From an optimization exercise on the open Yosys and OpenROAD flow, aimed at small area, a short achievable clock period and few clock cycles per item; shortcuts taken in it are not production practice.
In this exercise RTL edits were held to simulation tests only and were not proved equivalent to the original.
Power figures rest on the tool's default switching activity, not on a simulated workload.

## flow/design.v (module list and top-level ports; edited modules follow where they fit)
// module fa: 4 lines
// module top: 4746 lines
module top #(
    parameter integer C_S00_AXIS_TDATA_WIDTH = 64,
    parameter integer C_M00_AXIS_TDATA_WIDTH = 64
)(
    input  wire                                 s00_axis_aclk,
    input  wire                                 s00_axis_aresetn,
    output wire                                 s00_axis_tready,
    input  wire [C_S00_AXIS_TDATA_WIDTH-1:0]    s00_axis_tdata,
    input  wire                                 s00_axis_tlast,
    input  wire                                 s00_axis_tvalid,
    output wire                                 m00_axis_tvalid,
    output wire [C_M00_AXIS_TDATA_WIDTH-1:0]    m00_axis_tdata,
    output wire                                 m00_axis_tlast
);
  // ...
==> flow/run.sh <==
#!/bin/bash
# synth_recipe.tcl (not shown) runs the flow's synth.tcl, then flattens the netlist and writes it again
# the make line also repeats each setting of config.mk as NAME=value (left out here)
make -C /OpenROAD-flow-scripts/flow DESIGN_CONFIG=/design/flow/config.mk WORK_HOME=/design/flow/orfs CLKGATE_MAP_FILE= SYNTH_SCRIPT=/design/flow/synth_recipe.tcl finish
==> flow/config.mk <==
export PLATFORM = sky130hd
export DESIGN_NAME = top
export DESIGN_NICKNAME = top
export VERILOG_FILES = /design/flow/design.v
export SDC_FILE = /design/flow/constraint.sdc
export NUM_CORES = 4
export LEC_CHECK = 0
export ABC_CLOCK_PERIOD_IN_PS = 3000
export CAP_MARGIN = 20
export CORE_MARGIN = 2
export CORE_UTILIZATION = 40
export SETUP_SLACK_MARGIN = 2.5
export SLEW_MARGIN = 20
==> flow/constraint.sdc <==
create_clock -name core_clock -period 6.0 [get_ports {s00_axis_aclk}]
set_input_delay 1.2000 -clock core_clock [delete_from_list [all_inputs] [get_ports {s00_axis_aclk}]]
set_output_delay 1.2000 -clock core_clock [all_outputs]
set_load 0.01 [all_outputs]
==> impl_metrics.sql, run 1 <==
INSERT INTO impl_metrics (metric_group, metric, value, unit) VALUES
('outcome', 'run_status', 'complete, no violations', ''),
('die', 'floorplan.tapcells', '2355', ''),
('finish', 'final.clkbuf_count', '192', ''),
('setup_path', 'required', '6.69', 'ns'),
('yosys', 'synth_xor_area_share', '6.89', '%'),
('setup_path', 'critPathArrivalTime', '4.09', 'ns'),
('power', 'cellLeakagePower', '0.0332', 'uW'),
('yosys', 'synth-async-reset-ratio', '1.84', '%'),
('finish', 'flow.area_growth_from_synthesis', '10.8', '%'),
('timing', 'final_clock_period_utilization_by_the_worst_path', '56.6', '%'),
('finish', 'comb.multi_input.count', '5362', ''),
('timing', 'highest_achievable_clock_rate', '295', 'MHz'),
('timing', 'drv_slew', '0', ''),
('drt', 'met1Wirelength', '89.1', 'mm'),
('setup_path', 'r2r_cells', '13', ''),
('yosys', 'synth.top_cells.by_area', 'sky130_fd_sc_hd__dfxtp_1, sky130_fd_sc_hd__fa_1, sky130_fd_sc_hd__edfxtp_1, sky130_fd_sc_hd__ha_1, sky130_fd_sc_hd__xnor2_1', ''),
('yosys', 'synth.most_common_cell', 'sky130_fd_sc_hd__inv_1', ''),
('clock_network', 'cts_htree_levels', '4', ''),
('global_route', 'grt_first_pass_wirelength', '318', 'mm'),
('global_route', 'sum_of_overflow_across_all_layers_after_global_routing', '0', ''),
('finish', 'multi_input_area_share', '51.9', '%'),
('power', 'pg_clk', '8250', 'uW'),
('timing', 'final.setup.tns', '0', 'ns'),
('power', 'pwr.group.combinational', '32800', 'uW'),
('clock_network', 'clk_transition_reported_paths', '0.06', 'ns');
Testbench counts, summed over its fixed seeds: cycles 9,288, items 7,752.
==> run 2: changes to the inputs <==
--- a/flow/config.mk
+++ b/flow/config.mk
@@ -7,3 +7,2 @@
 export LEC_CHECK = 0
-export ABC_CLOCK_PERIOD_IN_PS = 3000
 export CAP_MARGIN = 20
@@ -11,3 +10,2 @@
 export CORE_UTILIZATION = 40
-export SETUP_SLACK_MARGIN = 2.5
 export SLEW_MARGIN = 20
==> run 2 against run 1 <==
Net effect: sequential power about the same; via count is 0.20% lower; final area down 0.52%; cell count fell by 0.13%; first-iteration DRC count shrank 5.1%; synthesized cell count unchanged; clock skew is 0.0017 ns lower; combinational power is 1% lower; critical endpoint is now r2561; global-route usage is essentially flat.
==> impl_metrics.sql, run 2 <==
INSERT INTO impl_metrics (metric_group, metric, value, unit) VALUES
('flow_run', 'maxCapViolations', '0', ''),
('power', 'ir_drop', '0.561', 'mV'),
('finish', 'nets', '8665', ''),
('drt', 'antenna_left', '0', ''),
('setup_path', 'r2r_slack', '2.05', 'ns'),
('clock_network', 'ctsResizeCount', '0', ''),
('timing', 'final.setup.tns', '0', 'ns'),
('yosys', 'synth_seq_cells', '1139', ''),
('yosys', 'number_of_enable_flip_flop_cells_after_synthesis', '240', ''),
('clock_network', 'cts_hold_buffers', '0', ''),
('placement', 'final_hpwl_dp', '158', 'mm'),
('setup_path', 'cp-startpoint', 'r2089', ''),
('setup_path', 'crit_path_max_fanout', '3', ''),
('die', 'io-pin-count', '135', ''),
('power', 'p_switching', '25600', 'uW'),
('global_route', 'pin_count_of_the_biggest_net_entering_global_routing', '73', ''),
('outcome', 'run_status', 'complete, no violations', ''),
('setup_path', 'r2r_cells', '12', ''),
('finish', 'final_cell_mix', 'sky130_fd_sc_hd__inv_1, sky130_fd_sc_hd__dfxtp_1, sky130_fd_sc_hd__nand2_1', ''),
('finish', 'mostFrequentLayoutCell', 'sky130_fd_sc_hd__inv_1', ''),
('die', 'floorplan.initialDensity', '40.3', '%'),
('die', 'fp.dieH', '428', 'um'),
('finish', 'number_of_flip_flops_under_the_largest_register_name', '64', ''),
('drt', 'wire_per_inst', '20.5', 'um'),
('setup_path', 'critPathCaptureType', 'flip-flop', ''),
('drt', 'drt_pre_antenna_iters', '7', ''),
('yosys', 'synth_commonest_cells', 'sky130_fd_sc_hd__inv_1, sky130_fd_sc_hd__dfxtp_1, sky130_fd_sc_hd__nand2_1, sky130_fd_sc_hd__nor2_1, sky130_fd_sc_hd__o21ai_0', ''),
('yosys', 'proportion_of_netlist_area_held_by_the_largest_area_contributor', '24.4', '%'),
('global_route', 'via_count_of_the_first_global_routing_pass', '52215', ''),
('die', 'core_area', '179000', 'sq um'),
('timing', 'rsz0062_at_grt', 'no', ''),
('yosys', 'synth.avg_cell_area', '9.08', 'sq um'),
('finish', 'post_route_cells_drive_above_1_share', '4.86', '%'),
('clock_network', 'tritoncts', 'yes', ''),
('power', 'internal-power', '30000', 'uW'),
('drt', 'drt_iter0_markers', '4526', ''),
('setup_path', 'startpoint_type', 'flip-flop', ''),
('power', 'cellLeakagePower', '0.0330', 'uW'),
('power', 'seq_power_share', '26.9', '%'),
('power', 'cellPowerDensity', '701', 'nW/um^2'),
('yosys', 'synthCells', '7926', ''),
('timing', 'slew_headroom', '21.9', '%'),
('clock_network', 'clk_path_buf_depth', '3', ''),
('setup_path', 'crit-reg2reg-capture', 'r2561', ''),
('finish', 'layout.core_utilization', '44.4', '%'),
('clock_network', 'numCtsBuffers', '135', ''),
('clock_network', 'clk_transition_reported_paths', '0.06', 'ns'),
('timing', 'timing_hold_violations_final', '0', ''),
('hold_path', 'worst_hold_path.num_cells', '0', ''),
('timing', 'highest_achievable_clock_rate', '253', 'MHz'),
('global_route', 'globalRouteTotalUtil', '22.6', '%'),
('finish', 'largest-register', 'vq', ''),
('power', 'power_frac_comb', '58.2', '%'),
('timing', 'worstMarginPinSlew', '1.16', 'ns'),
('die', 'die_width', '428', 'um'),
('yosys', 'yosys_top_cell_by_area', 'sky130_fd_sc_hd__dfxtp_1', ''),
('drt', 'drt-total-wl', '210', 'mm'),
('power', 'clock_power_share', '14.8', '%'),
('timing', 'clock_skew', '0.0381', 'ns'),
('yosys', 'synth.most_common_cell', 'sky130_fd_sc_hd__inv_1', ''),
('power', 'switching_share', '46.0', '%'),
('yosys', 'synth.top_cells.by_area', 'sky130_fd_sc_hd__dfxtp_1, sky130_fd_sc_hd__fa_1, sky130_fd_sc_hd__edfxtp_1, sky130_fd_sc_hd__ha_1, sky130_fd_sc_hd__xnor2_1', ''),
('die', 'floorplan.rows', '155', ''),
('timing', 'final-setup-viol-count', '0', ''),
('global_route', 'sum_of_overflow_across_all_layers_after_global_routing', '0', ''),
('yosys', 'synth_warnings', '1', ''),
('global_route', 'antenna_violations_before_repair', '8', ''),
('placement', 'gpl.final_weighted_congestion', '0.922', ''),
('drt', 'detailroute.via_count', '54714', ''),
('die', 'overall_die_area', '183000', 'sq um'),
('yosys', 'yosysSeqAreaShare', '35.2', '%'),
('global_route', 'grt_first_pass_wirelength', '318', 'mm'),
('timing', 'drv_slew', '0', ''),
('yosys', 'synthesis.area', '71900', 'sq um'),
('clock_network', 'cts_htree_levels', '4', ''),
('hold_path', 'min-delay-path-class', 'flip-flop to flip-flop', ''),
('yosys', 'synth-async-reset-ratio', '1.84', '%'),
('timing', 'final_clock_period_utilization_by_the_worst_path', '65.8', '%'),
('clock_network', 'clkLatencyLatePin', '0.80', 'ns'),
('finish', 'flow.area_growth_from_synthesis', '10.3', '%'),
('yosys', 'synth.lib_cells_used.distinct', '85', ''),
('yosys', 'synth_ff_type', 'sky130_fd_sc_hd__dfxtp_1', ''),
('hold_path', 'min_delay_worst_endpoint', 'vsr[1]', ''),
('clock_network', 'post-cts-setup-buffer-count', '0', ''),
('drt', 'number_of_drc_violations_after_detailed_routing', '0', ''),
('timing', 'final_period_minus_worst_setup_slack', '3.95', 'ns'),
('setup_path', 'critPathArrivalTime', '4.62', 'ns'),
('setup_path', 'reg2reg_from', 'r2089', ''),
('setup_path', 'required', '6.67', 'ns'),
('clock_network', 'cts_root_buf', 'sky130_fd_sc_hd__clkbuf_16', ''),
('drt', 'detail_routed_via_count_per_cell', '5.35', ''),
('hold_path', 'min_from', 'vsr[0]', ''),
('placement', 'place.port_buffers', '117', ''),
('setup_path', 'criticalPathCategory', 'flip-flop to flip-flop', ''),
('clock_network', 'cts_num_sinks', '1139', '');
==> run 2: logic make-up after synthesis <==
kind of cell / Yosys count / share of synthesized area, %
adders and majority gates: 1020 / 22.3
muxes: 8 / 0.115
DFF: 1139 / 35.2
xor gates and xnor gates: 564 / 6.89
other: 2 / 0.0104
buffers and inverters: 1440 / 7.65
AOI/OAI and AO/OA: 1806 / 15.5
and+or+nand+nor: 1947 / 12.3
==> run 2: power groups by stage <==
stage	logic, uW	clock network, uW	registers (uW)
2_1_floorplan	23800	0	13100
3_3_place_gp	31900	0	15000
3_5_place_dp	32700	0	15100
4_1_cts	32900	8430	15000
5_1_grt	37300	8740	15300
6_report	32400	8250	15000
==> run 2: layout make-up <==
type / instances / area (sq um)
Clock inverter: 55 / 584
Sequential cell: 1139 / 25300
Fill cell: 16929 / 99300
Multi-Input combinational cell: 5362 / 41300
Timing Repair Buffer: 214 / 1900
Clock buffer: 192 / 3900
Antenna cell: 4 / 10.0
Tap cell: 2355 / 2950
Inverter: 900 / 3380
==> run 2: metal layers <==
layer	part of all wire, %	wire length [um]	track usage (%)	up-vias
met5	0.0048	10	0	-
met1	43	89200	29.1	26455
met2	48	101000	38.1	1740
met4	3.7	7690	8.76	2
li1	-	-	-	26212
met3	5.9	12300	3.36	305
==> run 2: worst max path at each step <==
stage / end / slack (ns) / cells after the start
6_report: r2561 / 2.05 / 12
5_1_grt: r1541 / 1.83 / 13
4_1_cts: r2561 / 2.13 / 12
3_5_place_dp: pq23[14] / 1.76 / 10
3_3_place_gp: pq20[14] / 1.74 / 10
2_1_floorplan: r1541 / 2.57 / 13
==> run 2: worst max-delay path, stage by stage, from the launching register on <==
cell and delay (ns):
sky130_fd_sc_hd__dfxtp_1 0.30, sky130_fd_sc_hd__ha_1 0.22, sky130_fd_sc_hd__fa_1 0.43, sky130_fd_sc_hd__a21o_1 0.18, sky130_fd_sc_hd__a21oi_1 0.33, sky130_fd_sc_hd__o21ai_0 0.18
sky130_fd_sc_hd__nand2_1 0.09, sky130_fd_sc_hd__o32ai_1 0.10, sky130_fd_sc_hd__o41ai_1 0.94, sky130_fd_sc_hd__xnor2_1 0.21, sky130_fd_sc_hd__buf_4 0.25, sky130_fd_sc_hd__fa_1 0.55
sky130_fd_sc_hd__inv_1 0.04
==> run 2: per-stage QoR <==
step	worst slack, ns	total power [uW]	instances	area [sq um]	hold WS (ns)
6_report	2.05	55600	10221	79300	0.345
5_1_grt	1.83	61400	10220	79300	0.350
4_1_cts	2.13	56300	10217	79300	0.348
3_5_place_dp	1.76	47800	9970	74800	0.335
3_3_place_gp	1.74	47000	9970	74800	0.332
2_1_floorplan	2.57	36900	7941	72000	0.326

==> re-timing with driven ports <==
Ports are ideal in the flow. The routed layouts listed here were re-timed in OpenROAD. Step 1: set_driving_cell puts a clkbuf_16 on s00_axis_aclk and a buf_2 on each other input, an assumption about the parent block. Step 2 also shifts input and output timing later by t, the mid clock arrival at the registers, as if the neighbouring blocks saw the same clock. a / b / c = no drivers / after step 1 / after step 2; a / b = the first two.
run | t, ns | setup WS [ns] | worst hold slack (ns) | worst setup path at the end
run 1 | 0.867 | 2.605 / 2.605 / 1.788 | 0.345 / 0.345 / 0.345 | input to register
run 2 | 0.865 | 2.053 / 2.053 / 1.613 | 0.345 / 0.345 / 0.345 | input to register
After both steps setup and hold are still met in every run listed. The setup slack of run 1, which loses most, moves by 0.000 ns with the drivers and by -0.817 ns with both steps.
